This design comes from an exercise in tuning for a short achievable clock period and few clock cycles on the open sky130 flow, not from production work. Function was checked by simulation only, so behaviour that the tests miss may differ from the original. Power figures rest on the tool's default switching activity, not on a simulated workload.

==> flow/flow/run.sh <==
#!/bin/bash
# Own layout flow: the standard synthesis unchanged, then the standard ORFS
# steps (floorplan to finish) with four repair settings changed:
#  - timing and design repair may resize a cell to any size of its function,
#    not only to sizes with the same footprint (MATCH_CELL_FOOTPRINT=0);
#  - the port buffers are sky130_fd_sc_hd__buf_4;
#  - antenna repair after detailed routing may take up to 10 rounds, not 5.
# Each make run's full output goes to a log file here; ORFS keeps its per-step
# logs under orfs/logs.
set -euo pipefail
bash standard.sh synth > synth.log 2>&1
bash standard.sh MATCH_CELL_FOOTPRINT=0 \
    "BUFFER_PORTS_ARGS=-buffer_cell sky130_fd_sc_hd__buf_4" \
    SETUP_SLACK_MARGIN=6 MAX_REPAIR_ANTENNAS_ITER_DRT=10 finish > layout.log 2>&1
test -s out/final.def
==> flow/constraint.sdc <==
create_clock -name core_clock -period 9.0 [get_ports {clk}]
set_input_delay 1.8000 -clock core_clock [delete_from_list [all_inputs] [get_ports {clk}]]
set_output_delay 1.8000 -clock core_clock [all_outputs]
set_load 0.01 [all_outputs]
==> flow/config.mk <==
export PLATFORM = sky130hd
export DESIGN_NAME = ulsoc_core
export DESIGN_NICKNAME = ulsoc_core
export VERILOG_FILES = /design/flow/design.v
export SDC_FILE = /design/flow/constraint.sdc
export NUM_CORES = 8
export LEC_CHECK = 0
export CAP_MARGIN = 30
export CORE_MARGIN = 2
export CORE_UTILIZATION = 50
export SLEW_MARGIN = 30
export SYNTH_HIERARCHICAL = 1
==> flow/standard.sh <==
#!/bin/bash
# synth_recipe.tcl (not shown) runs the flow's synth.tcl, then flattens the netlist and writes it again
# the make line also repeats each setting of config.mk as NAME=value (left out here)
make -C /OpenROAD-flow-scripts/flow DESIGN_CONFIG=/design/flow/config.mk WORK_HOME=/design/flow/orfs CLKGATE_MAP_FILE= SYNTH_SCRIPT=/design/flow/synth_recipe.tcl "${@:-finish}"
==> flow/design.v <==
module fe_pre
(
    input  wire [31:0] fi,           
    input  wire [8:0]  pc_lo,        
    output wire [8:0]  lo_j,
    output wire        cj,
    output wire [8:0]  lo_b,
    output wire        cb,
    input  wire        flip,         
    output wire        pj,           
    output wire        pb            
);
ksa #(9, 0) u_j (.a(pc_lo), .b({fi[28:21], 1'b0}), .s(lo_j), .co(cj));
ksa #(9, 0) u_b (.a(pc_lo), .b({fi[28:25], fi[11:8], 1'b0}), .s(lo_b), .co(cb));
fe_dec u_dec (.fi(fi), .flip(flip), .pj(pj), .pb(pb));
endmodule
module fe_dec
(
    input  wire [31:0] fi,
    input  wire        flip,
    output wire        pj,
    output wire        pb
);
assign pj = fi[6] && fi[5] && !fi[4] && fi[3];
assign pb = fi[6] && fi[5] && !fi[4] && !fi[3] && !fi[2] && (fi[31] ^ flip);
endmodule
module fq_mux
(
    input  wire        pj, pb, cj, cb, sg,
    input  wire [8:0]  lo_j, lo_b,
    input  wire [31:0] seq,
    input  wire [31:9] hi, hip, him,
    output wire [31:0] fq
);
wire sq, h0, hp, hm;
fq_sel u_sel (.pj(pj), .pb(pb), .cj(cj), .cb(cb), .sg(sg), .sq(sq), .h0(h0), .hp(hp), .hm(hm));
wire [31:0] lo, hh;
ao3x32 u_lo (.s0(pj), .s1(pb), .s2(sq), .d0({23'd0, lo_j}), .d1({23'd0, lo_b}), .d2(seq), .y(lo));
ao4x32 u_hi (.s0(h0), .s1(hp), .s2(hm), .s3(sq), .d0({hi, 9'd0}), .d1({hip, 9'd0}), .d2({him, 9'd0}),
             .d3(seq), .y(hh));
assign fq = {hh[31:9], lo[8:0]};
endmodule
module fq_sel
(
    input  wire pj, pb, cj, cb, sg,
    output wire sq, h0, hp, hm
);
assign sq = !pj && !pb;
assign h0 = (pj && (cj == sg)) || (pb && (cb == sg));
assign hp = (pj && cj && !sg) || (pb && cb && !sg);
assign hm = (pj && !cj && sg) || (pb && !cb && sg);
endmodule
module inc4
(
    input  wire [31:0] a,
    output wire [31:0] s
);
assign s = {a[31:2] + 30'd1, a[1:0]};
endmodule
module fo_mux
(
    input  wire        s,
    input  wire [31:0] a,            
    input  wire [31:0] b,
    output wire [31:0] y
);
assign y = s ? a : b;
endmodule
module bht_rd #(parameter N = 64, parameter B = 6)
(
    input  wire [N-1:0]         flip_bits,
    input  wire [B-1:0]         idx,
    output wire                 flip
);
assign flip = flip_bits[idx];
endmodule
module fn_mux
(
    input  wire        ex_v, ex_jalr, ex_dres,
    input  wire        eq, lt, ltu,
    input  wire        m_eq1, m_eq0, m_lt1, m_lt0, m_ltu1, m_ltu0,
    input  wire [3:0]  ak,           
    input  wire        a_z, a_sg,    
    input  wire [31:0] ex_t,         
    input  wire [31:0] d_t,          
    input  wire [31:0] other,        
    output wire [31:0] y
);
genvar q;
generate
    for (q = 0; q < 8; q = q + 1) begin : sl
        wire mis, amis;
        brc u_brc (.eq(eq), .lt(lt), .ltu(ltu), .m_eq1(m_eq1), .m_eq0(m_eq0), .m_lt1(m_lt1),
                   .m_lt0(m_lt0), .m_ltu1(m_ltu1), .m_ltu0(m_ltu0), .mis(mis));
        amis_m u_amis (.k(ak), .z(a_z), .sg(a_sg), .mis(amis));
        fn_sel u_s (.ex_v(ex_v), .ex_jalr(ex_jalr), .ex_dres(ex_dres), .mis(mis), .amis(amis),
                    .a(ex_t[4*q +: 4]), .d(d_t[4*q +: 4]), .b(other[4*q +: 4]), .y(y[4*q +: 4]));
    end
endgenerate
endmodule
module fn_sel
(
    input  wire       ex_v, ex_jalr, ex_dres, mis, amis,
    input  wire [3:0] a,
    input  wire [3:0] d,
    input  wire [3:0] b,
    output wire [3:0] y
);
wire se = ex_v && ((mis && !ex_dres) || ex_jalr);
assign y = se ? a : amis ? d : b;
endmodule
module amis_m
(
    input  wire [3:0] k,
    input  wire       z,
    input  wire       sg,
    output wire       mis
);
assign mis = k[{z, sg}];
endmodule
module c_inv   (input wire a, output wire y);                 assign y = ~a;                    endmodule
module c_nand2 (input wire a, input wire b, output wire y);   assign y = ~(a & b);              endmodule
module c_nor2  (input wire a, input wire b, output wire y);   assign y = ~(a | b);              endmodule
module c_xor2  (input wire a, input wire b, output wire y);   assign y = a ^ b;                 endmodule
module c_xnor2 (input wire a, input wire b, output wire y);   assign y = ~(a ^ b);              endmodule
module c_nand2b(input wire a, input wire b, output wire y);   assign y = ~(a & ~b);             endmodule
module c_nor2b (input wire a, input wire b, output wire y);   assign y = ~(a | ~b);             endmodule
module c_aoi21 (input wire a1, input wire a2, input wire b1, output wire y); assign y = ~((a1 & a2) | b1); endmodule
module c_oai21 (input wire a1, input wire a2, input wire b1, output wire y); assign y = ~((a1 | a2) & b1); endmodule
module ksa #(parameter W = 32, parameter SUB = 0)
(
    input  wire [W-1:0] a,
    input  wire [W-1:0] b,
    output wire [W-1:0] s,
    output wire         co
);
localparam L = (W <= 2) ? 1 : (W <= 4) ? 2 : (W <= 8) ? 3 : (W <= 16) ? 4 : (W <= 32) ? 5 : 6;
wire [W-1:0] g [0:L];
wire [W-1:0] t [0:L];
wire [W-1:0] p;                  
genvar l, i;
generate
    for (i = 0; i < W; i = i + 1) begin : l0
        if (SUB) begin : sb
            c_xnor2 ux (.a(a[i]), .b(b[i]), .y(p[i]));
            if (i == 0) begin : ci
                c_nor2b ug (.a(a[i]), .b(b[i]), .y(g[0][i]));
            end
            else begin : nci
                c_nand2b ug (.a(a[i]), .b(b[i]), .y(g[0][i]));
            end
            c_nor2b ut (.a(a[i]), .b(b[i]), .y(t[0][i]));
        end
        else begin : ad
            c_xor2  ux (.a(a[i]), .b(b[i]), .y(p[i]));
            c_nand2 ug (.a(a[i]), .b(b[i]), .y(g[0][i]));
            c_nor2  ut (.a(a[i]), .b(b[i]), .y(t[0][i]));
        end
    end
    for (l = 1; l <= L; l = l + 1) begin : lv
        localparam D = 1 << (l - 1);
        for (i = 0; i < W; i = i + 1) begin : bt
            if (i >= D) begin : m
                if (l % 2 == 1) begin : odd
                    c_oai21 ug (.a1(t[l-1][i]), .a2(g[l-1][i-D]), .b1(g[l-1][i]), .y(g[l][i]));
                    c_nor2  ut (.a(t[l-1][i]), .b(t[l-1][i-D]), .y(t[l][i]));
                end
                else begin : even
                    c_aoi21 ug (.a1(t[l-1][i]), .a2(g[l-1][i-D]), .b1(g[l-1][i]), .y(g[l][i]));
                    c_nand2 ut (.a(t[l-1][i]), .b(t[l-1][i-D]), .y(t[l][i]));
                end
            end
            else begin : pass
                c_inv ug (.a(g[l-1][i]), .y(g[l][i]));
                assign t[l][i] = 1'b0;
            end
        end
    end
    if (L % 2 == 1) begin : sp
        for (i = 1; i < W; i = i + 1) begin : s_
            c_xor2 us (.a(p[i]), .b(g[L][i-1]), .y(s[i]));
        end
        assign co = g[L][W-1];
    end
    else begin : sn
        for (i = 1; i < W; i = i + 1) begin : s_
            c_xnor2 us (.a(p[i]), .b(g[L][i-1]), .y(s[i]));
        end
        c_inv uco (.a(g[L][W-1]), .y(co));
    end
    if (SUB) begin : s0s
        c_inv us0 (.a(p[0]), .y(s[0]));
    end
    else begin : s0a
        assign s[0] = p[0];
    end
endgenerate
endmodule
module c_aoi22 (input wire a1, input wire a2, input wire b1, input wire b2, output wire y);
    assign y = ~((a1 & a2) | (b1 & b2));
endmodule
module c_nand4 (input wire a, input wire b, input wire c, input wire d, output wire y);
    assign y = ~(a & b & c & d);
endmodule
module c_nand3 (input wire a, input wire b, input wire c, output wire y);
    assign y = ~(a & b & c);
endmodule
module ao3x32
(
    input  wire        s0, s1, s2,
    input  wire [31:0] d0, d1, d2,
    output wire [31:0] y
);
genvar j;
generate
    for (j = 0; j < 32; j = j + 1) begin : b
        wire x01, x2;
        c_aoi22 u0 (.a1(s0), .a2(d0[j]), .b1(s1), .b2(d1[j]), .y(x01));
        c_nand2 u1 (.a(s2), .b(d2[j]), .y(x2));
        c_nand2 u2 (.a(x01), .b(x2), .y(y[j]));
    end
endgenerate
endmodule
module ao4x32
(
    input  wire        s0, s1, s2, s3,
    input  wire [31:0] d0, d1, d2, d3,
    output wire [31:0] y
);
genvar j;
generate
    for (j = 0; j < 32; j = j + 1) begin : b
        wire x01, x23;
        c_aoi22 u0 (.a1(s0), .a2(d0[j]), .b1(s1), .b2(d1[j]), .y(x01));
        c_aoi22 u1 (.a1(s2), .a2(d2[j]), .b1(s3), .b2(d3[j]), .y(x23));
        c_nand2 u2 (.a(x01), .b(x23), .y(y[j]));
    end
endgenerate
endmodule
module aomuxb #(parameter N = 16)
(
    input  wire [32*N-1:0] sel,
    input  wire [32*N-1:0] d,
    output wire [31:0]     y
);
localparam N1 = (N + 1) / 2;         
localparam N2 = (N1 + 3) / 4;        
localparam N3 = (N2 + 1) / 2;        
genvar j, k;
generate
    for (j = 0; j < 32; j = j + 1) begin : bit_
        wire [N1-1:0] l1;
        wire [N2-1:0] l2;
        wire [N3-1:0] l3;
        for (k = 0; k < N1; k = k + 1) begin : a1
            if (2 * k + 1 < N) begin : two
                c_aoi22 u (.a1(sel[32*(2*k)+j]), .a2(d[32*(2*k)+j]), .b1(sel[32*(2*k+1)+j]), .b2(d[32*(2*k+1)+j]), .y(l1[k]));
            end
            else begin : one
                c_nand2 u (.a(sel[32*(2*k)+j]), .b(d[32*(2*k)+j]), .y(l1[k]));
            end
        end
        for (k = 0; k < N2; k = k + 1) begin : a2
            localparam G = (N1 - 4 * k) < 4 ? (N1 - 4 * k) : 4;
            if (G == 4) begin : g4
                c_nand4 u (.a(l1[4*k]), .b(l1[4*k+1]), .c(l1[4*k+2]), .d(l1[4*k+3]), .y(l2[k]));
            end
            else if (G == 3) begin : g3
                c_nand3 u (.a(l1[4*k]), .b(l1[4*k+1]), .c(l1[4*k+2]), .y(l2[k]));
            end
            else if (G == 2) begin : g2
                c_nand2 u (.a(l1[4*k]), .b(l1[4*k+1]), .y(l2[k]));
            end
            else begin : g1
                c_inv u (.a(l1[4*k]), .y(l2[k]));
            end
        end
        for (k = 0; k < N3; k = k + 1) begin : a3
            if (2 * k + 1 < N2) begin : two
                c_nor2 u (.a(l2[2*k]), .b(l2[2*k+1]), .y(l3[k]));
            end
            else begin : one
                c_inv u (.a(l2[2*k]), .y(l3[k]));
            end
        end
        if (N3 == 4) begin : f4
            c_nand4 u4 (.a(l3[0]), .b(l3[1]), .c(l3[2]), .d(l3[3]), .y(y[j]));
        end
        else if (N3 == 3) begin : f3
            c_nand3 u4 (.a(l3[0]), .b(l3[1]), .c(l3[2]), .y(y[j]));
        end
        else if (N3 == 2) begin : f2
            c_nand2 u4 (.a(l3[0]), .b(l3[1]), .y(y[j]));
        end
        else begin : f1
            c_inv u4 (.a(l3[0]), .y(y[j]));
        end
    end
endgenerate
endmodule
module aomux #(parameter N = 33)
(
    input  wire [N-1:0]    sel,
    input  wire [32*N-1:0] d,
    output wire [31:0]     y
);
wire [32*N-1:0] sel32;
genvar k;
generate
    for (k = 0; k < N; k = k + 1) begin : s
        assign sel32[32*k +: 32] = {32{sel[k]}};
    end
endgenerate
aomuxb #(N) u (.sel(sel32), .d(d), .y(y));
endmodule
module rs_sel
(
    input  wire [4:0]  rs,
    input  wire [4:0]  n_rd,         
    input  wire        n_wr,
    input  wire        n_early,      
    input  wire [4:0]  w_rd,         
    input  wire        w_wr,
    input  wire [4:0]  x_rd,         
    input  wire        x_wr,
    input  wire [31:1] ok,           
    output wire [31:1] sel_rf,
    output wire        sel_wb,
    output wire        sel_w2,
    output wire        sel_ee,
    output wire        fa            
);
wire [31:1] n_oh = {31{n_wr}} & (31'd1 << (n_rd - 5'd1));
wire [31:1] w_oh = {31{w_wr}} & (31'd1 << (w_rd - 5'd1));
wire [31:1] x_oh = {31{x_wr}} & (31'd1 << (x_rd - 5'd1));
wire [31:1] m    = ok & ~n_oh & ~w_oh & ~x_oh;
wire [3:0]  q0 = 4'd1 << rs[1:0];
wire [7:0]  q1 = 8'd1 << rs[4:2];
genvar k;
generate
    for (k = 1; k < 32; k = k + 1) begin : dk
        assign sel_rf[k] = q0[k % 4] & q1[k / 4] & m[k];
    end
endgenerate
wire hn = n_wr && (n_rd == rs);
wire hw = w_wr && (w_rd == rs);
wire hx = x_wr && (x_rd == rs);
assign sel_wb = hw && !hn;
assign sel_w2 = hx && !hw && !hn;
assign sel_ee = hn && n_early;
assign fa     = hn && !n_early;
endmodule
module add32
(
    input  wire [31:0] a,
    input  wire [31:0] b,
    output wire [31:0] s
);
ksa #(32, 0) u_k (.a(a), .b(b), .s(s), .co());
endmodule
module addc
(
    input  wire [31:0] a,
    input  wire [31:0] b,
    output wire [31:0] s
);
assign s = a + b;
endmodule
module incdec23
(
    input  wire [22:0] a,
    output wire [22:0] p,
    output wire [22:0] m
);
assign p = a + 23'd1;
assign m = a - 23'd1;
endmodule
module rf_rd
(
    input  wire [31:1]   sel,
    input  wire          sel_wb,
    input  wire          sel_w2,
    input  wire          sel_ee,
    input  wire [991:0]  rf,         
    input  wire [31:0]   wbd,
    input  wire [31:0]   w2d,
    input  wire [31:0]   eev,
    output wire [31:0]   v
);
aomux #(34) u_m (.sel({sel_ee, sel_wb, sel_w2, sel}), .d({eev, wbd, w2d, rf}), .y(v));
endmodule
module shf
(
    input  wire [31:0] a,
    input  wire [4:0]  shn,          
    output wire [31:0] sll,
    output wire [31:0] srl,
    output wire [31:0] sra
);
wire [4:0] sh = ~shn;
assign sll = a << sh;
assign srl = a >> sh;
assign sra = $signed(a) >>> sh;
endmodule
module cmp
(
    input  wire [31:0] a,
    input  wire [31:0] b,
    output wire        lt,
    output wire        ltu,
    output wire        eq
);
wire [31:0] du, ds;
wire        geu, ges;
ksa #(32, 1) u_u (.a(a), .b(b), .s(du), .co(geu));
ksa #(32, 1) u_s (.a({~a[31], a[30:0]}), .b({~b[31], b[30:0]}), .s(ds), .co(ges));
c_inv u_iu (.a(geu), .y(ltu));
c_inv u_is (.a(ges), .y(lt));
eqc u_eq (.a(a), .b(b), .eq(eq));
endmodule
module eqc
(
    input  wire [31:0] a,
    input  wire [31:0] b,
    output wire        eq
);
assign eq = (a == b);
endmodule
module brc
(
    input  wire        eq, lt, ltu,
    input  wire        m_eq1, m_eq0, m_lt1, m_lt0, m_ltu1, m_ltu0,
    output wire        mis
);
assign mis = (m_eq1 && eq) || (m_eq0 && !eq) ||
             (m_lt1 && lt) || (m_lt0 && !lt) ||
             (m_ltu1 && ltu) || (m_ltu0 && !ltu);
endmodule
module ldal
(
    input  wire [31:0] d,
    input  wire [3:0]  s_b,
    input  wire [1:0]  s_h,
    input  wire        s_w,
    input  wire        s_sx,
    output wire [31:0] v
);
wire [7:0]  bb = ({8{s_b[0]}} & d[7:0])   | ({8{s_b[1]}} & d[15:8]) |
                 ({8{s_b[2]}} & d[23:16]) | ({8{s_b[3]}} & d[31:24]);
wire [15:0] hh = ({16{s_h[0]}} & d[15:0]) | ({16{s_h[1]}} & d[31:16]);
wire        bs = s_sx && bb[7];
wire        hs = s_sx && hh[15];
assign v = ({32{s_w}} & d) | {{24{bs}}, bb} | {{16{hs}}, hh};
endmodule
module alu_ops
(
    input  wire [31:0] a,
    input  wire [31:0] b,
    input  wire [4:0]  shn,
    output wire [31:0] r_add, r_sub, r_sll, r_srl, r_sra, r_xor, r_or, r_and
);
ksa #(32, 0) u_add (.a(a), .b(b), .s(r_add), .co());
ksa #(32, 1) u_sub (.a(a), .b(b), .s(r_sub), .co());
shf u_shf (.a(a), .shn(shn), .sll(r_sll), .srl(r_srl), .sra(r_sra));
lgc u_lgc (.a(a), .b(b), .x(r_xor), .o(r_or), .n(r_and));
endmodule
module lgc
(
    input  wire [31:0] a,
    input  wire [31:0] b,
    output wire [31:0] x, o, n
);
assign x = a ^ b;
assign o = a | b;
assign n = a & b;
endmodule
module exsel
(
    input  wire [32*11-1:0] ops,     
    input  wire [10:0]      s,       
    input  wire [31:0]      ld_v,    
    input  wire             fa,
    input  wire             fbw,     
    input  wire             fbh,     
    input  wire             fbb,     
    input  wire [31:0]      d_a,
    input  wire [31:0]      d_b,
    output wire [31:0]      r,
    output wire [31:0]      a_nx,
    output wire [31:0]      b_nx
);
wire [32*11-1:0] ops_h, ops_b;
genvar k;
generate
    for (k = 0; k < 11; k = k + 1) begin : rp
        assign ops_h[32*k +: 32] = {2{ops[32*k +: 16]}};
        assign ops_b[32*k +: 32] = {4{ops[32*k +: 8]}};
    end
endgenerate
wire nfb = !(fbw || fbh || fbb);
aomux #(12) u_r (.sel({1'b1, s}), .d({ld_v, ops}), .y(r));
aomux #(13) u_a (.sel({!fa, fa, {11{fa}} & s}), .d({d_a, ld_v, ops}), .y(a_nx));
aomux #(37) u_b (.sel({nfb, fbb, fbh, fbw, {11{fbb}} & s, {11{fbh}} & s, {11{fbw}} & s}),
                 .d({d_b, {4{ld_v[7:0]}}, {2{ld_v[15:0]}}, ld_v, ops_b, ops_h, ops}), .y(b_nx));
endmodule
module zsg
(
    input  wire [31:0] a,
    input  wire [31:0] b,
    input  wire [31:0] r_add,
    input  wire [31:0] r_sub,
    input  wire        eq,           
    input  wire        s_add, s_sub, s_and,
    output wire        z,
    output wire        sg
);
wire [31:0] t_add, t_and;            
genvar i;
generate
    for (i = 0; i < 32; i = i + 1) begin : b_
        wire x;
        c_xor2 ux (.a(a[i]), .b(b[i]), .y(x));
        if (i == 0) begin : f
            c_inv ut (.a(x), .y(t_add[i]));
        end
        else begin : n
            wire on;
            c_nor2 uo (.a(a[i-1]), .b(b[i-1]), .y(on));
            c_xor2 ut (.a(x), .b(on), .y(t_add[i]));
        end
        c_nand2 un (.a(a[i]), .b(b[i]), .y(t_and[i]));
    end
endgenerate
wire z_add, z_and;
all32 u_za (.t(t_add), .y(z_add));
all32 u_zn (.t(t_and), .y(z_and));
zcomb u_c (.z_add(z_add), .z_and(z_and), .eq(eq), .s31_add(r_add[31]), .s31_sub(r_sub[31]),
           .a31(a[31]), .b31(b[31]), .s_add(s_add), .s_sub(s_sub), .s_and(s_and), .z(z), .sg(sg));
endmodule
module all32
(
    input  wire [31:0] t,
    output wire        y
);
wire [7:0] l1;
wire [3:0] l2;
wire       l3;
genvar k;
generate
    for (k = 0; k < 8; k = k + 1) begin : a1
        c_nand4 u (.a(t[4*k]), .b(t[4*k+1]), .c(t[4*k+2]), .d(t[4*k+3]), .y(l1[k]));
    end
    for (k = 0; k < 4; k = k + 1) begin : a2
        c_nor2 u (.a(l1[2*k]), .b(l1[2*k+1]), .y(l2[k]));
    end
endgenerate
c_nand4 u3 (.a(l2[0]), .b(l2[1]), .c(l2[2]), .d(l2[3]), .y(l3));
c_inv u4 (.a(l3), .y(y));
endmodule
module zcomb
(
    input  wire z_add, z_and, eq, s31_add, s31_sub, a31, b31, s_add, s_sub, s_and,
    output wire z,
    output wire sg
);
assign z  = (s_add && z_add) || (s_sub && eq) || (s_and && z_and);
assign sg = (s_add && s31_add) || (s_sub && s31_sub) || (s_and && a31 && b31);
endmodule
module ulsoc_core
(
    input  wire         clk,
    input  wire         rst_n,
    output wire [31:0]  imem_addr,
    input  wire [31:0]  imem_rdata,
    output wire [31:0]  dmem_addr,
    input  wire [31:0]  dmem_rdata,
    output wire         dmem_we,
    output wire [3:0]   dmem_wstrb,
    output wire [31:0]  dmem_wdata,
    output wire         wb_valid,
    output wire [4:0]   wb_rd,
    output wire [31:0]  wb_data
);
reg  [31:0]  fpc;                
reg          d_v;
reg  [31:0]  d_inst;
reg  [31:0]  d_pc;
reg  [31:0]  d_pc4;
reg          d_pred;
reg  [31:1]  d_rf1, d_rf2;       
reg          d_wb1, d_wb2;       
reg          d_x1, d_x2;         
reg          d_ee1, d_ee2;       
reg          d_fa1, d_fa2;       
reg          d_lui, d_auipc, d_jal, d_jalr, d_br, d_load, d_store, d_opimm, d_opr;
reg          d_wr, d_early;
reg  [31:0]  d_aimm;             
reg          ex_v;
reg          ex_wr;              
reg  [4:0]   ex_rd;
reg  [31:0]  ex_a;
reg  [31:0]  ex_b;
reg  [31:0]  ex_addr;
reg          ex_we;              
reg  [3:0]   ex_wstrb;
reg  [4:0]   ex_shn;             
reg  [31:0]  ex_alt;             
reg          ex_jalr;            
reg          ex_dres;            
reg          m_eq1, m_eq0, m_lt1, m_lt0, m_ltu1, m_ltu0;
reg          s_add, s_sub, s_sll, s_slt, s_sltu, s_xor, s_srl, s_sra, s_or, s_and, s_pass;
reg  [3:0]   s_lb;               
reg  [1:0]   s_lh;               
reg          s_lw;
reg          s_lsx;              
reg          wb_v;
reg  [4:0]   wb_rd_q;
reg  [31:0]  wb_d;
reg          w2_v;
reg  [4:0]   w2_rd;
reg  [31:0]  w2_d;
localparam BN = 64;
localparam BB = 6;
reg  [1:0]   bht [0:BN-1];
reg  [BB-1:0] d_bidx, ex_bidx, bu_idx;
reg  [BB-1:0] f_bidx;
reg           f_flip;
reg          ex_br, ex_pred, ex_sg, bu_we, bu_mis, bu_pred, bu_sg;
wire         bu_agree = (bu_pred ^ bu_mis) == bu_sg;    
reg  [31:0]  rf [1:31];
reg  [31:1]  rf_ok;
assign imem_addr = fpc;
wire [31:0] fi = imem_rdata;
wire [8:0]  f_lo_j, f_lo_b;
wire        f_cj, f_cb, f_pj, f_pb;
wire [BN-1:0] bht_flip;
genvar bi;
generate
    for (bi = 0; bi < BN; bi = bi + 1) begin : bhf
        assign bht_flip[bi] = bht[bi][1];
    end
endgenerate
wire        f_flip_n;
bht_rd #(BN, BB) u_bhr (.flip_bits(bht_flip), .idx(fpc[BB+1:2]), .flip(f_flip_n));
fe_pre u_fe_pre (.fi(fi), .pc_lo(fpc[8:0]), .flip(f_flip), .lo_j(f_lo_j), .cj(f_cj), .lo_b(f_lo_b), .cb(f_cb),
                 .pj(f_pj), .pb(f_pb));
wire        f_immsg = fi[31];
wire [31:0] f_seq, f_fq;
wire [22:0] f_hip, f_him;
inc4     u_seq (.a(fpc), .s(f_seq));
incdec23 u_hid (.a(fpc[31:9]), .p(f_hip), .m(f_him));
fq_mux   u_fq  (.pj(f_pj), .pb(f_pb), .cj(f_cj), .cb(f_cb), .sg(f_immsg), .lo_j(f_lo_j), .lo_b(f_lo_b),
                .seq(f_seq), .hi(fpc[31:9]), .hip(f_hip), .him(f_him), .fq(f_fq));
wire [6:0] f_opc   = fi[6:0];
wire       f_lui   = (f_opc == 7'b0110111);
wire       f_auipc = (f_opc == 7'b0010111);
wire       f_jal   = (f_opc == 7'b1101111);
wire       f_jalr  = (f_opc == 7'b1100111);
wire       f_br    = (f_opc == 7'b1100011);
wire       f_load  = (f_opc == 7'b0000011);
wire       f_store = (f_opc == 7'b0100011);
wire       f_opimm = (f_opc == 7'b0010011);
wire       f_opr   = (f_opc == 7'b0110011);
wire [4:0]  d_rd  = d_inst[11:7];
wire [2:0]  d_f3  = d_inst[14:12];
wire        d_op  = d_opimm || d_opr;
wire [31:0] d_immi = {{20{d_inst[31]}}, d_inst[31:20]};
wire [31:0] d_immb = {{20{d_inst[31]}}, d_inst[7], d_inst[30:25], d_inst[11:8], 1'b0};
wire [31:0] d_immj = {{12{d_inst[31]}}, d_inst[19:12], d_inst[20], d_inst[30:21], 1'b0};
wire [31:0] d_immu = {d_inst[31:12], 12'b0};
wire [991:0] rf_bus;
genvar gi;
generate
    for (gi = 1; gi < 32; gi = gi + 1) begin : rfb
        assign rf_bus[32*(gi-1) +: 32] = rf[gi];
    end
endgenerate
wire [31:0] d_v1, d_v2;
rf_rd u_rd1 (.sel(d_rf1), .sel_wb(d_wb1), .sel_w2(d_x1), .sel_ee(d_ee1), .rf(rf_bus), .wbd(wb_d),
             .w2d(w2_d), .eev(ex_a), .v(d_v1));
rf_rd u_rd2 (.sel(d_rf2), .sel_wb(d_wb2), .sel_w2(d_x2), .sel_ee(d_ee2), .rf(rf_bus), .wbd(wb_d),
             .w2d(w2_d), .eev(ex_a), .v(d_v2));
wire d_stall = d_v && (d_load || d_store || d_jalr) && d_fa1;
wire d_jnear = (d_inst[19:12] == {8{d_inst[31]}}) && (d_inst[20] == d_inst[31]) &&
               (d_inst[30:29] == {2{d_inst[31]}});
wire d_bnear = (d_inst[7] == d_inst[31]) && (d_inst[30:29] == {2{d_inst[31]}});
wire d_far   = d_pred && (d_jal ? !d_jnear : !d_bnear);
wire d_jrf   = d_jalr && d_ee1;
wire [31:0] d_jrs;
ksa #(32, 0) u_jrs (.a(ex_a), .b(d_immi), .s(d_jrs), .co());
wire d_redir = d_v && (d_stall || d_far || d_jrf);
wire [31:0] d_sum;
add32 u_dsum (.a(d_v1), .b(d_aimm), .s(d_sum));
wire [31:0] d_auipv, d_tb, d_tj;
wire [19:0] d_auih;
ksa #(20, 0) u_aui (.a(d_pc[31:12]), .b(d_inst[31:12]), .s(d_auih), .co());
assign d_auipv = {d_auih, d_pc[11:0]};
ksa #(32, 0) u_tb  (.a(d_pc), .b(d_immb), .s(d_tb), .co());
ksa #(32, 0) u_tj  (.a(d_pc), .b(d_immj), .s(d_tj), .co());
reg  [3:0]  d_wstrb;
always @(*) begin
    case (d_f3[1:0])
        2'd0:    d_wstrb = 4'b0001 << d_sum[1:0];
        2'd1:    d_wstrb = d_sum[1] ? 4'b1100 : 4'b0011;
        default: d_wstrb = 4'b1111;
    endcase
end
wire [31:0] d_aval = d_lui ? d_immu : d_auipc ? d_auipv : (d_jal || d_jalr) ? d_pc4 : d_v1;
wire [31:0] d_bval = d_opimm ? d_immi :
                     !d_store ? d_v2 :
                     (d_f3[1:0] == 2'd0) ? {4{d_v2[7:0]}} :
                     (d_f3[1:0] == 2'd1) ? {2{d_v2[15:0]}} : d_v2;
wire        c_lt, c_ltu, c_eq, ex_mis_c;
wire [31:0] ld_v, ex_res, ex_a_nx, ex_b_nx;
cmp  u_cmp (.a(ex_a), .b(ex_b), .lt(c_lt), .ltu(c_ltu), .eq(c_eq));
ldal u_ldal (.d(dmem_rdata), .s_b(s_lb), .s_h(s_lh), .s_w(s_lw), .s_sx(s_lsx), .v(ld_v));
brc  u_brc (.eq(c_eq), .lt(c_lt), .ltu(c_ltu), .m_eq1(m_eq1), .m_eq0(m_eq0), .m_lt1(m_lt1),
            .m_lt0(m_lt0), .m_ltu1(m_ltu1), .m_ltu0(m_ltu0), .mis(ex_mis_c));
wire [31:0] r_add, r_sub, r_sll, r_srl, r_sra, r_xor, r_or, r_and;
alu_ops u_ops (.a(ex_a), .b(ex_b), .shn(ex_shn), .r_add(r_add), .r_sub(r_sub), .r_sll(r_sll),
               .r_srl(r_srl), .r_sra(r_sra), .r_xor(r_xor), .r_or(r_or), .r_and(r_and));
wire d_fbx = d_fa2 && d_store;
exsel u_exsel (.ops({{31'd0, c_ltu}, {31'd0, c_lt}, ex_a, r_and, r_or, r_xor, r_sra, r_srl, r_sll,
                     r_sub, r_add}),
               .s({s_sltu, s_slt, s_pass, s_and, s_or, s_xor, s_sra, s_srl, s_sll, s_sub, s_add}),
               .ld_v(ld_v), .fa(d_fa1 && (d_op || d_br)),
               .fbw(d_fa2 && (d_opr || d_br || (d_store && d_f3[1:0] == 2'd2))),
               .fbh(d_fbx && d_f3[1:0] == 2'd1), .fbb(d_fbx && d_f3[1:0] == 2'd0),
               .d_a(d_aval), .d_b(d_bval), .r(ex_res), .a_nx(ex_a_nx), .b_nx(ex_b_nx));
wire        ex_mis = ex_v && ex_mis_c;
assign dmem_addr  = ex_addr;
assign dmem_we    = ex_we;
assign dmem_wstrb = ex_wstrb;
assign dmem_wdata = ex_b;
assign wb_valid = wb_v;
assign wb_rd    = wb_rd_q;
assign wb_data  = wb_d;
wire [31:1] rf_ok_nx = rf_ok | ({31{w2_v}} & (31'd1 << (w2_rd - 5'd1)));
wire [31:1] f_rf1, f_rf2;
wire        f_wb1, f_wb2, f_x1, f_x2, f_ee1, f_ee2, f_fa1, f_fa2;
rs_sel u_rs1 (.rs(fi[19:15]), .n_rd(d_rd), .n_wr(d_v && d_wr), .n_early(d_early),
              .w_rd(ex_rd), .w_wr(ex_v && ex_wr), .x_rd(wb_rd_q), .x_wr(wb_v), .ok(rf_ok_nx),
              .sel_rf(f_rf1), .sel_wb(f_wb1), .sel_w2(f_x1), .sel_ee(f_ee1), .fa(f_fa1));
rs_sel u_rs2 (.rs(fi[24:20]), .n_rd(d_rd), .n_wr(d_v && d_wr), .n_early(d_early),
              .w_rd(ex_rd), .w_wr(ex_v && ex_wr), .x_rd(wb_rd_q), .x_wr(wb_v), .ok(rf_ok_nx),
              .sel_rf(f_rf2), .sel_wb(f_wb2), .sel_w2(f_x2), .sel_ee(f_ee2), .fa(f_fa2));
wire ex_redir = ex_v && ((ex_mis_c && !ex_dres) || ex_jalr);   
wire [31:0] d_balt = d_pred ? d_pc4 : d_tb;
wire ex_zs = ex_v && (s_add || s_sub || s_and);
wire ares1 = d_fa1 && (d_inst[24:20] == 5'd0);      
wire ares2 = d_fa2 && (d_inst[19:15] == 5'd0);      
wire ares  = d_v && d_br && !d_far && ex_zs && (ares1 || ares2);
wire r_z, r_sg;
zsg  u_zsg (.a(ex_a), .b(ex_b), .r_add(r_add), .r_sub(r_sub), .eq(c_eq), .s_add(s_add),
            .s_sub(s_sub), .s_and(s_and), .z(r_z), .sg(r_sg));
function automatic amis_k(input [2:0] f3, input side1, input pred, input zz, input ss);
    reg eq, lt, ltu, tk;
    begin
        eq  = zz;
        lt  = side1 ? ss : (!ss && !zz);
        ltu = side1 ? 1'b0 : !zz;
        case (f3)
            3'd0:    tk = eq;
            3'd1:    tk = !eq;
            3'd4:    tk = lt;
            3'd5:    tk = !lt;
            3'd6:    tk = ltu;
            default: tk = !ltu;
        endcase
        amis_k = tk ^ pred;
    end
endfunction
wire [3:0] ak;                       
assign ak[0] = ares && amis_k(d_f3, ares1, d_pred, 1'b0, 1'b0);
assign ak[1] = ares && amis_k(d_f3, ares1, d_pred, 1'b0, 1'b1);
assign ak[2] = ares && amis_k(d_f3, ares1, d_pred, 1'b1, 1'b0);
assign ak[3] = ares && amis_k(d_f3, ares1, d_pred, 1'b1, 1'b1);
wire        da_mis;
amis_m u_amis (.k(ak), .z(r_z), .sg(r_sg), .mis(da_mis));
wire d_bmis = da_mis;                
wire f_go = !ex_redir && !d_redir && !d_bmis;   
wire [31:0] d_tgt = d_stall ? d_pc : d_jrf ? {d_jrs[31:1], 1'b0} : d_jal ? d_tj : d_tb;
wire [31:0] ex_tgt = ex_jalr ? {ex_addr[31:1], 1'b0} : ex_alt;
wire [31:0] fpc_o, fpc_n;
fo_mux  u_fo (.s(d_redir), .a(d_tgt), .b(f_fq), .y(fpc_o));
fn_mux  u_fn (.ex_v(ex_v), .ex_jalr(ex_jalr), .ex_dres(ex_dres), .eq(c_eq), .lt(c_lt), .ltu(c_ltu),
              .m_eq1(m_eq1), .m_eq0(m_eq0), .m_lt1(m_lt1), .m_lt0(m_lt0), .m_ltu1(m_ltu1),
              .m_ltu0(m_ltu0), .ak(ak), .a_z(r_z), .a_sg(r_sg), .ex_t(ex_tgt), .d_t(d_balt),
              .other(fpc_o), .y(fpc_n));
integer bk;
always @(posedge clk or negedge rst_n) begin
    if (!rst_n) begin
        fpc   <= 32'd0;
        ex_we <= 1'b0;
        w2_v  <= 1'b0;
        f_bidx <= {BB{1'b0}};
        f_flip <= 1'b0;
        bu_we <= 1'b0;
        for (bk = 0; bk < BN; bk = bk + 1) bht[bk] <= 2'd1;
        d_v   <= 1'b0;
        ex_v  <= 1'b0;
        wb_v  <= 1'b0;
        rf_ok <= 31'd0;
    end
    else begin
        fpc   <= fpc_n;
        ex_we <= d_v && !d_stall && !ex_redir && d_store;
        w2_v  <= wb_v;
        f_bidx <= fpc[BB+1:2];
        f_flip <= f_flip_n;
        bu_we <= ex_v && ex_br;
        for (bk = 0; bk < BN; bk = bk + 1) begin
            if (bu_we && bu_idx == bk) begin
                if (bu_agree && bht[bk] != 2'd0)
                    bht[bk] <= bht[bk] - 2'd1;
                else if (!bu_agree && bht[bk] != 2'd3)
                    bht[bk] <= bht[bk] + 2'd1;
            end
        end
        d_v   <= f_go;
        ex_v  <= d_v && !d_stall && !ex_redir;
        wb_v  <= ex_v && ex_wr;
        rf_ok <= rf_ok_nx;
    end
end
wire d_go = d_v && !d_stall;         
always @(posedge clk) begin
    d_inst  <= fi;
    d_pc    <= fpc;
    d_pc4   <= f_seq;
    d_bidx  <= f_bidx;
    d_pred  <= f_pj || f_pb;
    d_rf1   <= f_rf1;
    d_rf2   <= f_rf2;
    d_wb1   <= f_wb1;
    d_wb2   <= f_wb2;
    d_x1    <= f_x1;
    d_x2    <= f_x2;
    d_ee1   <= f_ee1;
    d_ee2   <= f_ee2;
    d_fa1   <= f_fa1;
    d_fa2   <= f_fa2;
    d_lui   <= f_lui;
    d_auipc <= f_auipc;
    d_jal   <= f_jal;
    d_jalr  <= f_jalr;
    d_br    <= f_br;
    d_load  <= f_load;
    d_store <= f_store;
    d_opimm <= f_opimm;
    d_opr   <= f_opr;
    d_wr    <= (fi[11:7] != 5'd0) && !f_br && !f_store;
    d_early <= f_lui || f_auipc || f_jal || f_jalr;
    d_aimm  <= {{20{fi[31]}}, fi[31:25], f_store ? fi[11:7] : fi[24:20]};
    ex_wr    <= d_wr;
    ex_rd    <= d_rd;
    ex_a     <= ex_a_nx;
    ex_b     <= ex_b_nx;
    ex_addr  <= d_sum;
    ex_wstrb <= d_wstrb;
    ex_shn   <= ~ex_b_nx[4:0];
    ex_alt   <= d_pred ? d_pc4 : d_tb;
    ex_jalr  <= d_jalr && !d_jrf;
    ex_dres  <= d_bmis;
    ex_br    <= d_br;
    ex_pred  <= d_pred;
    ex_sg    <= d_inst[31];
    ex_bidx  <= d_bidx;
    bu_idx   <= ex_bidx;
    bu_mis   <= ex_mis_c;
    bu_pred  <= ex_pred;
    bu_sg    <= ex_sg;
    m_eq1  <= d_go && d_br && (d_f3[2:1] == 2'd0) && !(d_pred ^ d_f3[0]);
    m_eq0  <= d_go && d_br && (d_f3[2:1] == 2'd0) &&  (d_pred ^ d_f3[0]);
    m_lt1  <= d_go && d_br && (d_f3[2:1] == 2'd2) && !(d_pred ^ d_f3[0]);
    m_lt0  <= d_go && d_br && (d_f3[2:1] == 2'd2) &&  (d_pred ^ d_f3[0]);
    m_ltu1 <= d_go && d_br && (d_f3[2:1] == 2'd3) && !(d_pred ^ d_f3[0]);
    m_ltu0 <= d_go && d_br && (d_f3[2:1] == 2'd3) &&  (d_pred ^ d_f3[0]);
    s_add  <= d_op && d_f3 == 3'd0 && !(d_opr && d_inst[30]);
    s_sub  <= d_opr && d_f3 == 3'd0 && d_inst[30];
    s_sll  <= d_op && d_f3 == 3'd1;
    s_slt  <= d_op && d_f3 == 3'd2;
    s_sltu <= d_op && d_f3 == 3'd3;
    s_xor  <= d_op && d_f3 == 3'd4;
    s_srl  <= d_op && d_f3 == 3'd5 && !d_inst[30];
    s_sra  <= d_op && d_f3 == 3'd5 && d_inst[30];
    s_or   <= d_op && d_f3 == 3'd6;
    s_and  <= d_op && d_f3 == 3'd7;
    s_pass <= d_early;
    s_lb   <= {4{d_load && d_f3[1:0] == 2'd0}} & (4'b0001 << d_sum[1:0]);
    s_lh   <= {2{d_load && d_f3[1:0] == 2'd1}} & (d_sum[1] ? 2'b10 : 2'b01);
    s_lw   <= d_load && d_f3[1:0] == 2'd2;
    s_lsx  <= !d_f3[2];
    wb_rd_q <= ex_rd;
    wb_d    <= ex_res;
    w2_rd   <= wb_rd_q;
    w2_d    <= wb_d;
    if (w2_v)
        rf[w2_rd] <= w2_d;
end
endmodule
==> results of run 1 <==
-- metal layers --
layer / track usage / up-vias / part of all wire
li1: - / 45401 / -
met2: 0.671 / 9832 / 0.39
met1: 0.619 / 55814 / 0.36
met5: 0.00306 / - / 0.0011
met3: 0.218 / 2777 / 0.16
met4: 0.336 / 42 / 0.091
-- power by group --
group          switching (W)  internal (W)
Clock                0.00346       0.00442
Sequential           0.00124       0.00867
Combinational         0.0121       0.00614
Total                 0.0167        0.0192
-- stage by stage --
step	instances	setup slack [ps]	power [W]
final	15809	5270	0.0360
after floorplan	11539	4780	0.0181
after global routing	15794	5290	0.0364
after global placement	14823	3970	0.0237
after CTS	15601	5390	0.0337
after detailed placement	14829	4010	0.0238
-- final cells by class --
| type | count | area (µm²) |
|---|---|---|
| Clock buffer | 238 | 4950 |
| Antenna cell | 19 | 47.5 |
| Inverter | 653 | 2460 |
| Sequential cell | 1640 | 44600 |
| Timing Repair Buffer | 1138 | 12300 |
| Tap cell | 3026 | 3790 |
| Clock inverter | 102 | 1330 |
| Multi-Input combinational cell | 8993 | 74300 |
| Fill cell | 18790 | 86000 |
-- path summary, 6_finish.rpt --
path / to / cells after the start
max: fpc[3] / 15
min: ex_bidx[4] / 0
max reg2reg: fpc[3] / 15
min reg2reg: ex_bidx[4] / 0
max in group asynchronous: fpc[26] / 2
min in group asynchronous: bht[24][1] / 1
-- critical path, stage by stage (launching register included) --
cell and delay (ps):
dfxtp_4 410, buf_12 190, buf_4 150, nor2_4 300
xor2_1 120, nand4_1 160, nor2_2 100, nand4_1 110
inv_1 60, a222oi_1 480, buf_4 270, clkinvlp_4 110
buf_12 150, mux4_2 390, mux2_2 310, mux2_4 260
-- repair_timing --
item                                    in CTS  in global routing
cloned                                      56                 18
endpoints found under the setup margin     325                311
hold endpoints to repair                     0                  0
pin swaps                                  171                264
buffers inserted                           376                170
resized for setup                         1348                614
==> impl_results.md, run 1 <==
- Status: timing/DRC/antenna clean
- Max FFs per register: 992
- Synth Warn #: 12
- Relative slew slack: 0.162
- Flop-to-flop setup slack: between 5000 and 6000 ps
- Max Slew Vio Count: 0
- PwrDens: about 250 mW/mm²
- Max_cap viols: 0
- Global-route wire length before repair: approximately 820000 µm
- CTS Buf Count: 181
- Hold_sp: d_bidx[4]
- Nets: between 10000 and 15000
- Die footprint: ~0.23 mm²
- WL/cell: between 30 and 40 µm
- Vias in the first global route: around 100k
- Chip height: around 480 µm
- Core Footprint: between 0.2 and 0.25 mm²
- Final worst path period share: 0.415
- Actual slew at the worst max-slew pin: 1260 ps
- Drt pass-1 iters: 15
- Most common cell after layout, fill and taps aside: a22oi_2
- Sink Count: between 1500 and 2000
- Commonest cells after routing, fill and taps aside: 2110 x a22oi_2, 992 x edfxtp_1, 977 x nand2_1
- Grt ovf: 0
- Worst Hold Slack: ~280 ps
- Maximum VDD drop: a little over 0.3 mV
- Area Overhead vs Synth: 24.6%
- HPWL Detailed: just under 400000 µm
- Biggest regs: rf (992), bht (128)
- Post-Syn Area: 0.115 mm²
- All-Layer GR Usage: 0.492
- H-tree levels: 4
- Syn Area/Cell: roughly 10 µm²
- Maximum clock path buffer count: 3
- CTS clk-pin slew, worst paths: approximately 70 ps
- Cts hold-fix bufs: 0
- Largest net degree at the start of global routing: between 200 and 250
- F_max: roughly 270 MHz
- CP required: slightly below 10000 ps
- Kind of critical path: reg -> reg
- Setup TNS: 0 ps
- CP startpoint kind: register
- Largest Register: rf
- ANT nets after route: 0
- DR vias/cell: ~7.2
- Final Hold Viols: 0
- Arr. time, crit path: about 4400 ps
- Final WL: slightly above 600000 µm
- Initial antenna violation count: 46
- Initial DRC Count: 19742
- P_leak: between 50 and 60 nW
- Final min period: around 3700 ps
- RSZ-0062 raised after global routing: true
- DRC errors left: 0
- Final setup fails: 0
- Skew-Pair Late Insertion Delay: about 900 ps
- CP Capture Type: register
- CTS root buf: clkbuf_16
- Setup Skew: 125 ps
- Routed vias: roughly 110k
- Area after DPL: approximately 0.12 mm²
- FP Rows: 176
- Share of cells above drive strength 1: 0.443
- HP Class: reg -> reg
- Port Buffer Count: slightly above 200
- IO Pins: 205
- Final Cell Area: between 0.1 and 0.15 mm²
- Die W: 484 µm
- CTS tree: built
- CP startpoint: ex_b[1]
- Initial Util: 0.502
- Core Util, Final: 0.626
- FF-to-FF Start: ex_b[1]
- GPL Wtd Cong: roughly 1.1
- Worst-path fanout max: 9
- Synthesized instance count: roughly 11000
Testbench counts, summed over its fixed seeds: cycles 72,258.
==> inputs of run 2 (changes only) <==
--- a/flow/design.v
+++ b/flow/design.v
@@ -565,4 +565,14 @@
 );
-assign z  = (s_add && z_add) || (s_sub && eq) || (s_and && z_and);
-assign sg = (s_add && s31_add) || (s_sub && s31_sub) || (s_and && a31 && b31);
+wire n1, n2, n3, m1, m2, m3, ab;
+c_nand2 u1 (.a(s_add), .b(z_add), .y(n1));
+c_nand2 u2 (.a(s_sub), .b(eq), .y(n2));
+c_nand2 u3 (.a(s_and), .b(z_and), .y(n3));
+c_nand3 u4 (.a(n1), .b(n2), .c(n3), .y(z));
+c_nand2 u5 (.a(s_add), .b(s31_add), .y(m1));
+c_nand2 u6 (.a(s_sub), .b(s31_sub), .y(m2));
+c_nand2 u7 (.a(a31), .b(b31), .y(ab));
+c_nor2b u8 (.a(ab), .b(s_and), .y(m3));      
+wire m3n;
+c_inv u9 (.a(m3), .y(m3n));
+c_nand3 u10 (.a(m1), .b(m2), .c(m3n), .y(sg));
 endmodule
==> impl_results.md, run 2 <==
- Chip height: 484 µm
- Most common cell after layout, fill and taps aside: a22oi_2
- Maximum clock path buffer count: 3
- Relative slew slack: 0.237
- Share of cells above drive strength 1: 0.438
- Most common cell type on the critical path: mux2_4
- Internal power: 0.0192 W
- DR vias/cell: between 7 and 8
- Max Slew Vio Count: 0
- RSZ-0062 raised after global routing: true
- Synth Warn #: 12
- CTS clk-pin slew, worst paths: 60 ps
- Final worst path period share: 0.409
- WL/cell: about 39 µm
- Initial Util: 0.502
- CP startpoint kind: register
- Status: timing/DRC/antenna clean
- PwrDens: between 200 and 300 mW/mm²
- R2R Path End: fpc[17]
- Flop-to-flop setup slack: around 5300 ps
- Final setup fails: 0
- Flop pwr share: 0.275
- CP delay by family, top: multiplexers
- Initial antenna violation count: 45
- Psw: roughly 0.017 W
- F_max: 271 MHz
- Final Cell Area: 0.144 mm²
- GPL Wtd Cong: between 1 and 1.5
- Clk pwr share: 0.216
- Final min period: ~3700 ps
- Max FFs per register: a little under 1000
- FP Rows: between 150 and 200
- Die W: 484 µm
- Cts hold-fix bufs: 0
- FF-to-FF Start: ex_a[10]
- Skew-Pair Late Insertion Delay: approximately 920 ps
- ANT nets after route: 0
- Largest net degree at the start of global routing: ~160
- Final Hold Viols: 0
- CP required: approximately 10000 ps
- Post-Syn Area: around 0.12 mm²
- CP Capture Type: register
- Worst setup endpoint: fpc[17]
- CTS tree: built
- Synthesized instance count: 11205
- Arr. time, crit path: between 4000 and 5000 ps
- HPWL Detailed: 379000 µm
- CP peak stage delay: roughly 470 ps
- All-Layer GR Usage: 0.491
- IO Pins: roughly 210
- Area after DPL: approximately 0.12 mm²
- Post-place setup slack: 3990 ps
- DRC errors left: 0
- Setup Skew: approximately 110 ps
- Worst Hold Depth: 0
- CP cell instances: buf_6 > xor2_1 > nor4_1 > nand4_1 > nor2_1 > buf_4 > nand2_4 > nand3_4 > buf_12 > mux4_2 > mux2_4 > mux2_4
- Worst Hold Slack: between 300 and 400 ps
- Biggest regs: rf (992), bht (128)
- HP Class: reg -> reg
- Final WS setup: approximately 5300 ps
- Routed vias: 114252
- WP depth: 12
- Port Buffer Count: just over 200
- Global-route wire length before repair: slightly above 800000 µm
- Post-Place Cells: between 10000 and 15000
- CTS Buf Count: 180
- Actual slew at the worst max-slew pin: about 1100 ps
- H-tree levels: 4
- Layout Cells excl Fill: 15836
- CTS root buf: clkbuf_16
- Gate power share: 0.509
- Grt ovf: 0
- Initial DRC Count: 19546
- Die footprint: ~0.23 mm²
- Commonest cells after routing, fill and taps aside: 2111 x a22oi_2, 992 x edfxtp_1, 984 x nand2_1
- Cell depth of the worst flop-to-flop path: 12
- Final WL: 611000 µm
- Drt pass-1 iters: 17
- Nets: roughly 13000
- Setup TNS: 0 ps
- CP startpoint: ex_a[10]
- Largest Register: rf
- Slowest library cell on the worst path: dfxtp_4
- Syn Area/Cell: between 10 and 15 µm²
- Vias in the first global route: between 100k and 150k
- Sink Count: about 1600
- Core Footprint: approximately 0.23 mm²
- Max_cap viols: 0
- P_leak: between 50 and 60 nW
- Maximum VDD drop: approximately 0.31 mV
- Worst-path fanout max: 16
- Area Overhead vs Synth: 24.4%
- CP Buf/Inv Count: 3
- Kind of critical path: reg -> reg
- Switching Share: 0.467
run 2: final cells by class:
cell class	instances	area, µm²
diodes	26	65.1
well taps	3026	3790
fillers	18758	86100
repair buffers	1160	12400
multi-input cells	8999	74100
inverters	653	2470
clock buffers	238	4940
clock inverters	94	1230
flip-flops and latches	1640	44600
run 2: through the flow:
stage	utilization	total power, W
floorplan	-	0.0181
global placement	0.539	0.0236
detailed placement	0.540	0.0237
CTS	0.604	0.0336
global route	0.625	0.0364
finish	0.625	0.0360
run 2: routing by layer:
layer / routed length (µm) / GRT usage / vias to the layer above / share of wire
met5: 823 / 0.00898 / - / 0.0013
met4: 56800 / 0.348 / 36 / 0.093
met3: 94600 / 0.212 / 2689 / 0.15
met2: 239000 / 0.669 / 9712 / 0.39
met1: 219000 / 0.616 / 56323 / 0.36
li1: - / - / 45492 / -
run 2: repair_timing:
action	CTS	global route
endpoints found under the hold margin	0	0
setup endpoints to repair	353	314
gates resized for setup	1271	622
pin swaps	137	295
cloned	52	21
buffers inserted	388	202
run 2: worst min path at each step:
stage               startpoint          to  slack, ps
floorplan           ex_bidx[0]   bu_idx[0]        310
global placement     d_bidx[2]  ex_bidx[2]        310
detailed placement  ex_bidx[1]   bu_idx[1]        310
CTS                 ex_bidx[1]   bu_idx[1]        330
global route        ex_bidx[1]   bu_idx[1]        330
finish               d_bidx[0]  ex_bidx[0]        330
run 2: power groups by stage:
stage	logic [W]	registers, W	clock network (W)
finish	0.0184	0.00990	0.00779
global route	0.0185	0.00984	0.00807
CTS	0.0160	0.00976	0.00780
detailed placement	0.0135	0.0102	0
global placement	0.0133	0.0103	0
floorplan	0.00830	0.00979	0
Testbench counts of run 2, summed over its fixed seeds: cycles 72,258.
==> inputs of run 3 (changes only) <==
--- a/flow/design.v
+++ b/flow/design.v
@@ -510,5 +510,3 @@
     input  wire [31:0] r_add,
-    input  wire [31:0] r_sub,
-    input  wire        eq,           
-    input  wire        s_add, s_sub, s_and,
+    input  wire        s_add, s_and,
     output wire        z,
@@ -536,4 +534,4 @@
 all32 u_zn (.t(t_and), .y(z_and));
-zcomb u_c (.z_add(z_add), .z_and(z_and), .eq(eq), .s31_add(r_add[31]), .s31_sub(r_sub[31]),
-           .a31(a[31]), .b31(b[31]), .s_add(s_add), .s_sub(s_sub), .s_and(s_and), .z(z), .sg(sg));
+zcomb u_c (.z_add(z_add), .z_and(z_and), .s31_add(r_add[31]), .a31(a[31]), .b31(b[31]),
+           .s_add(s_add), .s_and(s_and), .z(z), .sg(sg));
 endmodule
@@ -561,3 +559,3 @@
 (
-    input  wire z_add, z_and, eq, s31_add, s31_sub, a31, b31, s_add, s_sub, s_and,
+    input  wire z_add, z_and, s31_add, a31, b31, s_add, s_and,
     output wire z,
@@ -565,14 +563,11 @@
 );
-wire n1, n2, n3, m1, m2, m3, ab;
+wire n1, n3, m1, ab, m3, m3n;
 c_nand2 u1 (.a(s_add), .b(z_add), .y(n1));
-c_nand2 u2 (.a(s_sub), .b(eq), .y(n2));
 c_nand2 u3 (.a(s_and), .b(z_and), .y(n3));
-c_nand3 u4 (.a(n1), .b(n2), .c(n3), .y(z));
+c_nand2 u4 (.a(n1), .b(n3), .y(z));
 c_nand2 u5 (.a(s_add), .b(s31_add), .y(m1));
-c_nand2 u6 (.a(s_sub), .b(s31_sub), .y(m2));
 c_nand2 u7 (.a(a31), .b(b31), .y(ab));
 c_nor2b u8 (.a(ab), .b(s_and), .y(m3));      
-wire m3n;
-c_inv u9 (.a(m3), .y(m3n));
-c_nand3 u10 (.a(m1), .b(m2), .c(m3n), .y(sg));
+c_inv   u9 (.a(m3), .y(m3n));
+c_nand2 u10 (.a(m1), .b(m3n), .y(sg));
 endmodule
@@ -758,3 +753,3 @@
 wire [31:0] d_balt = d_pred ? d_pc4 : d_tb;
-wire ex_zs = ex_v && (s_add || s_sub || s_and);
+wire ex_zs = ex_v && (s_add || s_and);
 wire ares1 = d_fa1 && (d_inst[24:20] == 5'd0);      
@@ -763,4 +758,3 @@
 wire r_z, r_sg;
-zsg  u_zsg (.a(ex_a), .b(ex_b), .r_add(r_add), .r_sub(r_sub), .eq(c_eq), .s_add(s_add),
-            .s_sub(s_sub), .s_and(s_and), .z(r_z), .sg(r_sg));
+zsg  u_zsg (.a(ex_a), .b(ex_b), .r_add(r_add), .s_add(s_add), .s_and(s_and), .z(r_z), .sg(r_sg));
 function automatic amis_k(input [2:0] f3, input side1, input pred, input zz, input ss);
==> impl_results.md, run 3 <==
- Max FFs per register: ~990
- Actual slew at the worst max-slew pin: 1160 ps
- Chip height: just under 500 µm
- Synthesized instance count: 11204
- Max_cap viols: 0
- CP Capture Type: register
- Commonest cells after routing, fill and taps aside: 2109 x a22oi_2, 992 x edfxtp_1, 968 x nand2_1
- Initial DRC Count: roughly 19000
- Hold_sp: d_wr
- Maximum VDD drop: 0.256 mV
- Drt pass-1 iters: 14
- PwrDens: between 200 and 300 mW/mm²
- Final worst path period share: 0.409
- Area Overhead vs Synth: 25.4%
- HPWL Detailed: between 300000 and 400000 µm
- CP required: roughly 9600 ps
- Final WL: roughly 600000 µm
- Max Slew Vio Count: 0
- CP startpoint kind: register
- Status: timing/DRC/antenna clean
- Initial antenna violation count: 51
- Arr. time, crit path: approximately 4300 ps
- Setup TNS: 0 ps
- Final Hold Viols: 0
- DR vias/cell: 7.15
- CTS Buf Count: 183
- DRC errors left: 0
- Flop-to-flop setup slack: about 5300 ps
- Most common cell after layout, fill and taps aside: a22oi_2
- P_leak: 51.4 nW
- Initial Util: 0.502
- Skew-Pair Late Insertion Delay: 930 ps
- Cell depth of the worst flop-to-flop path: 13
- F_max: 272 MHz
- Worst Hold Depth: 0
- Sink Count: between 1500 and 2000
- Die footprint: 0.235 mm²
- Worst Hold Slack: between 200 and 300 ps
- Setup Skew: 122 ps
- ANT nets after route: 0
- Relative slew slack: 0.220
- R2R Path End: wb_d[19]
- Final min period: approximately 3700 ps
- All-Layer GR Usage: 0.488
- FF-to-FF Start: ex_a[15]
- Maximum clock path buffer count: 3
- H-tree levels: 4
- CTS clk-pin slew, worst paths: around 70 ps
- Worst-path fanout max: 7
- Kind of critical path: reg -> reg
- Largest net degree at the start of global routing: around 140
- GPL Wtd Cong: 1.09
- GRT met3 Usage: 0.202
- Syn Area/Cell: 10.3 µm²
- Core Footprint: approximately 0.23 mm²
- RSZ-0062 raised after global routing: true
- Final setup fails: 0
- Global routing's busiest layer: met2
- Met2 Use GR: 0.681
- Die W: between 400 and 500 µm
- CTS tree: built
- HP Class: reg -> reg
- Global-route wire length before repair: 817000 µm
- Met1 Use GR: 0.606
- Biggest regs: rf (992), bht (128)
- Grt ovf: 0
- IO Pins: around 200
- Port Buffer Count: roughly 200
- FP Rows: around 180
- Largest Register: rf
- Post-Syn Area: around 0.12 mm²
- CTS root buf: clkbuf_16
- Share of cells above drive strength 1: 0.451
- Synth Warn #: 12
- Routed vias: between 100k and 150k
- Hold Path End: ex_wr
- Nets: ~13000
- Vias in the first global route: 104867
- WL/cell: approximately 38 µm
run 3: how the worst max path moves through the flow:
stage	start	end	slack, ps	cells after the start
3_3_place_gp	imem_rdata[4]	fpc[15]	4060	10
5_1_grt	ex_a[21]	fpc[0]	5360	14
6_report	ex_a[15]	wb_d[19]	5320	13
2_1_floorplan	imem_rdata[4]	fpc[11]	4780	9
4_1_cts	d_inst[24]	fpc[0]	5440	10
3_5_place_dp	imem_rdata[4]	fpc[23]	4020	10
run 3: worst max-delay path: stages (launching register included):
cell and delay [ps]:
dfxtp_2 330, buf_12 140, buf_8 130, buf_16 140, mux4_2 540, nor2_4 140, nor3_2 50, a21oi_2 210
o211ai_1 140, buf_4 200, a22oi_2 170, nand4_1 430, nor2_4 380, clkinvlp_4 420
run 3: per-layer routing:
layer,share of wire,vias to the layer above
met5,0.00085,-
met4,0.091,32
met3,0.15,2520
met2,0.40,9191
met1,0.36,56119
li1,-,45512
run 3: area by class of cell:
type / count / area [µm²]
Multi-Input combinational cell: 8998 / 74900
Timing Repair Buffer: 1166 / 12500
Clock inverter: 114 / 1450
Tap cell: 3026 / 3790
Sequential cell: 1640 / 44600
Antenna cell: 23 / 57.6
Inverter: 653 / 2470
Fill cell: 18608 / 85000
Clock buffer: 233 / 4980
run 3: repair_timing:
item                                     CTS  global route
endpoints found under the setup margin   407           317
hold buffers                               0             0
pin swaps                                189           381
cloned                                    54            16
setup buffers                            321           243
resized for setup                       1428           749
run 3: power by group:
group / switching [W] / internal (W)
combinational: 0.0123 / 0.00624
clock: 0.00351 / 0.00453
sequential: 0.00112 / 0.00866
total: 0.0170 / 0.0194
run 3: stage by stage:
stage	std cells	instance area (µm²)	power, W	worst slack, ps	utilization
after floorplan	11543	117000	0.0181	4780	-
after global placement	14842	124000	0.0239	4060	0.540
after detailed placement	14846	124000	0.0239	4020	0.541
after CTS	15568	139000	0.0340	5440	0.606
after global routing	15836	145000	0.0369	5360	0.630
final	15853	145000	0.0364	5320	0.630
Testbench counts of run 3, summed over its fixed seeds: cycles 72,258.
==> inputs of run 4 (changes only) <==
--- a/flow/design.v
+++ b/flow/design.v
@@ -756,3 +756,3 @@
 wire ares2 = d_fa2 && (d_inst[19:15] == 5'd0);      
-wire ares  = d_v && d_br && !d_far && ex_zs && (ares1 || ares2);
+wire ares  = d_v && d_br && ex_zs && (ares1 || ares2);
 wire r_z, r_sg;
==> impl_results.md, run 4 <==
- Most common cell after layout, fill and taps aside: a22oi_2
- Setup Skew: between 100 and 150 ps
- IO Pins: 205
- DRC errors left: 0
- Kind of critical path: reg -> reg
- Grt ovf: 0
- Syn Area/Cell: roughly 10 µm²
- Final Hold Viols: 0
- Nets: between 10000 and 15000
- Core Footprint: roughly 0.23 mm²
- CTS tree: built
- Initial antenna violation count: 52
- Final setup fails: 0
- Vias in the first global route: roughly 100k
- H-tree levels: 4
- Area Overhead vs Synth: 24.4%
- Initial DRC Count: roughly 18000
- Maximum VDD drop: a little under 0.2 mV
- Biggest regs: rf (992), bht (128)
- Final min period: 3680 ps
- Routed vias: 113147
- Sink Count: ~1600
- CTS Buf Count: around 180
- Initial Util: 0.503
- Worst Hold Depth: 0
- Final worst path period share: 0.409
- All-Layer GR Usage: 0.488
- Max Slew Vio Count: 0
- HP Class: reg -> reg
- P_leak: around 51 nW
- Post-Place Cells: ~15000
- Post-Syn Area: roughly 0.12 mm²
- CTS clk-pin slew, worst paths: 70 ps
- Share of cells above drive strength 1: 0.441
- Most common cell type on the critical path: nor2_1
- Chip height: between 400 and 500 µm
- GPL Wtd Cong: 1.07
- Drt pass-1 iters: 9
- Skew-Pair Late Insertion Delay: 930 ps
- Port Buffer Count: just over 200
- ANT nets after route: 0
- CP required: around 9800 ps
- Synthesized instance count: about 11000
- Layout Cells excl Fill: ~16000
- Flop-to-flop setup slack: around 5300 ps
- Largest net degree at the start of global routing: 110
- Die W: about 480 µm
- Slowest library cell on the worst path: xor2_2
- Largest Register: rf
- Synth Warn #: 12
- Commonest cells after routing, fill and taps aside: 2109 x a22oi_2, 992 x edfxtp_1, 944 x nand2_1
- Max FFs per register: approximately 990
- Multi-input gate area: roughly 0.075 mm²
- Global-route wire length before repair: around 820000 µm
- HPWL Detailed: slightly below 400000 µm
- Cell depth of the worst flop-to-flop path: 13
- F_max: around 270 MHz
- Status: timing/DRC/antenna clean
- Relative slew slack: 0.144
- CP Capture Type: register
- Fillers: ~18000
- FP Rows: around 180
- RSZ-0062 raised after global routing: true
- Actual slew at the worst max-slew pin: between 1000 and 1500 ps
- Max_cap viols: 0
- CTS root buf: clkbuf_16
- PwrDens: 256 mW/mm²
- CP cell instances: buf_8 > nor2_1 > nor2_1 > nand2_1 > nor2_1 > a21oi_2 > o21ai_1 > xor2_2 > a21oi_1 > o21ai_0 > mux2_4 > mux2_2 > mux2_4
- Arr. time, crit path: between 4000 and 5000 ps
- Final WL: about 600000 µm
- DR vias/cell: between 7 and 8
- CP peak stage delay: 560 ps
- Die footprint: between 0.2 and 0.25 mm²
- Register area: 0.0446 mm²
- CP startpoint kind: register
- WL/cell: around 38 µm
- Setup TNS: 0 ps
- Worst-path fanout max: 13
- Maximum clock path buffer count: 3
- Cts hold-fix bufs: 0
[run 4: path summary, 6_finish.rpt]
| kind | from | endpoint |
|---|---|---|
| max | ex_a[7] | fpc[26] |
| min | ex_sg | bu_sg |
| max reg2reg | ex_a[7] | fpc[26] |
| min reg2reg | ex_sg | bu_sg |
| max in group asynchronous | rst_n | wb_v |
| min in group asynchronous | rst_n | bht[57][1] |
[run 4: stage by stage]
stage | hold WS [ps] | power (W) | setup slack [ps] | instance area (µm²) | utilization
6_report | 317 | 0.0369 | 5320 | 144000 | 0.625
5_1_grt | 313 | 0.0374 | 5340 | 144000 | 0.625
4_1_cts | 302 | 0.0343 | 5510 | 139000 | 0.606
3_5_place_dp | 312 | 0.0243 | 3930 | 124000 | 0.541
3_3_place_gp | 309 | 0.0243 | 3870 | 124000 | 0.540
2_1_floorplan | 310 | 0.0183 | 4780 | 117000 | -
[run 4: routing by layer]
metal / vias up / global-route usage / wire length [µm]
met5: - / 0.0129 / 562
met4: 32 / 0.354 / 55800
met3: 2726 / 0.196 / 86600
met2: 9328 / 0.696 / 247000
met1: 55591 / 0.593 / 213000
li1: 45470 / - / -
[run 4: what timing repair did]
| item | 4_1_cts | 5_1_grt |
|---|---|---|
| cloned | 31 | 6 |
| setup buffers | 408 | 192 |
| endpoints found under the setup margin | 358 | 313 |
| pin swaps | 150 | 332 |
| endpoints found under the hold margin | 0 | 0 |
| resized for setup | 1363 | 645 |
[run 4: final cells by class]
cell class              instances  area share
multi-input cells            9011       0.519
diodes                         38    0.000661
flip-flops and latches       1640       0.310
clock buffers                 246      0.0346
well taps                    3026      0.0263
clock inverters                89     0.00790
repair buffers               1181      0.0847
inverters                     648      0.0172
[run 4: critical path: cells and delay by family (launching register included)]
| family | cells | cell delay, ps |
|---|---|---|
| AND/OR/NAND/NOR | 4 | 810 |
| multiplexers | 3 | 480 |
| buffers and inverters | 1 | 310 |
| flip-flops | 1 | 470 |
| XOR/XNOR | 1 | 560 |
| AO/OA/AOI/OAI | 4 | 870 |
[run 4: power by group]
group	leakage (nW)	switching [W]	total, W	internal (W)
Clock	2.93	0.00343	0.00770	0.00427
Combinational	32.3	0.0128	0.0194	0.00668
Sequential	15.7	0.00105	0.00972	0.00867
Testbench counts of run 4, summed over its fixed seeds: cycles 72,258.

port drivers added, routing unchanged:
The flow's constraints put no driver on any port. The routed layouts listed below were extracted and timed again, unchanged, in two steps. Step 1 assumes that a clkbuf_16 drives the clock port and a buf_2 every other input. Step 2 times the ports against the registers' clock, not the clock port: input delays grow and output delays shrink by t, the midpoint of the rising clock arrivals with the driver on. a / b / c = ideal / step 1 / step 2; a / b = the first two.
run | t (ns) | setup slack, ns | worst register clock-pin slew, ns
run 1 | 0.950 | 5.268 / 5.268 / 4.446 | 0.07 / 0.07
run 2 | 0.962 | 5.316 / 5.316 / 4.484 | 0.08 / 0.08
run 3 | 0.970 | 5.320 / 5.285 / 4.315 | 0.07 / 0.07
run 4 | 0.962 | 5.321 / 5.321 / 4.431 | 0.08 / 0.08
After both steps every run listed still meets setup and hold. The setup slack of run 3, which loses most, moves by -0.035 ns with the drivers and by -1.005 ns with both steps.
